This design comes from an exercise in tuning for small area on the open sky130 flow, not from production work.
Function was checked by simulation only, so behaviour that the tests miss may differ from the original.

Setup of run A:
## top
module top (input wire clk,
            input wire rst,
            input wire mic_data_1,
            input wire mic_data_2,
            output wire serial_tx,
            output wire mic_clk_1,
            output wire mic_clk_2,
            output wire serial_split);
localparam [11:0] NSAMP = 12'd3125;
localparam [11:0] NCMP  = NSAMP - 12'd1;
reg [7:0] cnt;
always @(posedge clk)
  if (rst) cnt <= 8'd0;
  else     cnt <= cnt + 8'd1;
reg fresh;   
always @(posedge clk)
  if (rst) fresh <= 1'b1;
  else if (cnt == 8'd255) fresh <= 1'b0;
assign mic_clk_1 = cnt[1];
assign mic_clk_2 = cnt[1];
wire [1:0] ph = cnt[1:0] - 2'd1;                  
wire snap   = (cnt >= 8'd253) || (cnt == 8'd0);   
wire ifresh = fresh && (cnt[7:2] == 6'd0);        
wire win    = (cnt >= 8'd140) && (cnt < 8'd158);  
wire bfirst = (cnt == 8'd140);
wire zero   = fresh;                               
wire so1, so2;
cicint CIC1 (.clk(clk), .snap(snap), .win(win), .ifresh(ifresh), .ph(ph),
             .d_in(mic_data_1), .so(so1));
cicint CIC2 (.clk(clk), .snap(snap), .win(win), .ifresh(ifresh), .ph(ph),
             .d_in(mic_data_2), .so(so2));
wire [237:0] qa, qb;
combring RA (.clk(clk), .win(win), .bfirst(bfirst), .zero(zero), .x(so1),
             .ext(1'b1), .xin(qb[0]), .q(qa));
combring RB (.clk(clk), .win(win), .bfirst(bfirst), .zero(zero), .x(so2),
             .ext(1'b0), .xin(1'b0), .q(qb));
reg [17:0] a1, a2, a3;
always @(posedge clk)
  if (win) begin
  ...
==> flow/config.mk <==
export PLATFORM = sky130hd
export DESIGN_NAME = top
export DESIGN_NICKNAME = top
export VERILOG_FILES = /design/flow/design.v
export SDC_FILE = /design/flow/constraint.sdc
export NUM_CORES = 4
export LEC_CHECK = 0
export CAP_MARGIN = 20
export CORE_MARGIN = 2
export CORE_UTILIZATION = 60
export CTS_BUF_LIST = sky130_fd_sc_hd__clkbuf_8
export CTS_CLUSTER_DIAMETER = 50
export CTS_CLUSTER_SIZE = 20
export GPL_ROUTABILITY_DRIVEN = 0
export GPL_TIMING_DRIVEN = 0
export PLACE_DENSITY = 0.7
export SLEW_MARGIN = 20
==> flow/constraint.sdc <==
create_clock -name core_clock -period 10.0 [get_ports {clk}]
set_input_delay 2.0000 -clock core_clock [delete_from_list [all_inputs] [get_ports {clk}]]
set_output_delay 2.0000 -clock core_clock [all_outputs]
set_load 0.01 [all_outputs]
standard.sh (not shown) runs the stock make flow with config.mk's settings and CLKGATE_MAP_FILE= SYNTH_SCRIPT=/design/flow/synth_recipe.tcl, a recipe that flattens the netlist after the stock synthesis.
==> flow/flow/run.sh <==
#!/bin/bash
set -euo pipefail
export CTS_ARGS="-sink_clustering_enable -repair_clock_nets -sink_clustering_size 20 -sink_clustering_max_diameter 50 -buf_list sky130_fd_sc_hd__clkbuf_8 -dont_use_dummy_load"
bash standard.sh finish > standard_flow.log 2>&1
diff inputs: run A => run B
Settings: GPL_TIMING_DRIVEN: 0 -> unset; CORE_UTILIZATION: 60 -> 65; PLACE_DENSITY: 0.7 -> 0.75; GPL_ROUTABILITY_DRIVEN: 0 -> unset.
--- outcome ---
Number of global-route vias before repair in run B is 301 below run A.
Relative to run A, the share of the clock period used by the worst path of run B is higher by 0.20 points.
Lower filler-free cell count of the finished design goes to run B over run A.
The final reports for run B and run A show sequential share of layout area higher in the former.
Compared with run A, run B improves power.
Summary of run B over run A: worst-case clock skew fell 0.014 ns, utilization rose 4.6 points, wire length of the first global-routing pass fell 0.87%.
For run C, these inputs were changed with respect to run B:
Settings: PLACE_DENSITY: 0.75 -> 0.7; CORE_UTILIZATION: 65 -> 60.
Results
Run C ended with every stage complete and zero timing, DRC or antenna violations.
The wire length of run C was inferior to that of run B.
Run C against run B; cell area is up slightly.
Maximum fanout along the worst path in run C vs run B: down 3
Against run B, overall die area in run C rose by a little under 10%.
The lower setup slack came out of run B.
The arrival time of data at the critical path endpoint number comes out higher for run B vs run C.
Of run C and run B, it is run C that has the higher number of antenna violations at the first check in global routing.

[separate check: timing with driven ports]
How much do the figures lean on ideal ports? The routed layouts below were timed once more, with nothing changed but the port constraints. Step 1, drivers: a clkbuf_16 drives clk and a buf_2 each remaining input, both assumed. Step 2 times the ports against the registers' clock, not the clock port: input delays grow and output delays shrink by t, the midpoint of the rising clock arrivals with the driver on. Slacks: ideal / step 1 / step 2; pairs: ideal / step 1.
run | shift t [ns] | slack for setup (ns) | worst register clock-pin slew, ns
run A | 0.706 | 0.352 / 0.352 / 0.352 | 0.11 / 0.11
run B | 0.707 | 0.332 / 0.332 / 0.332 | 0.12 / 0.12
run C | 0.697 | 0.426 / 0.426 / 0.426 | 0.11 / 0.11
After both steps setup and hold are still met in every run listed.
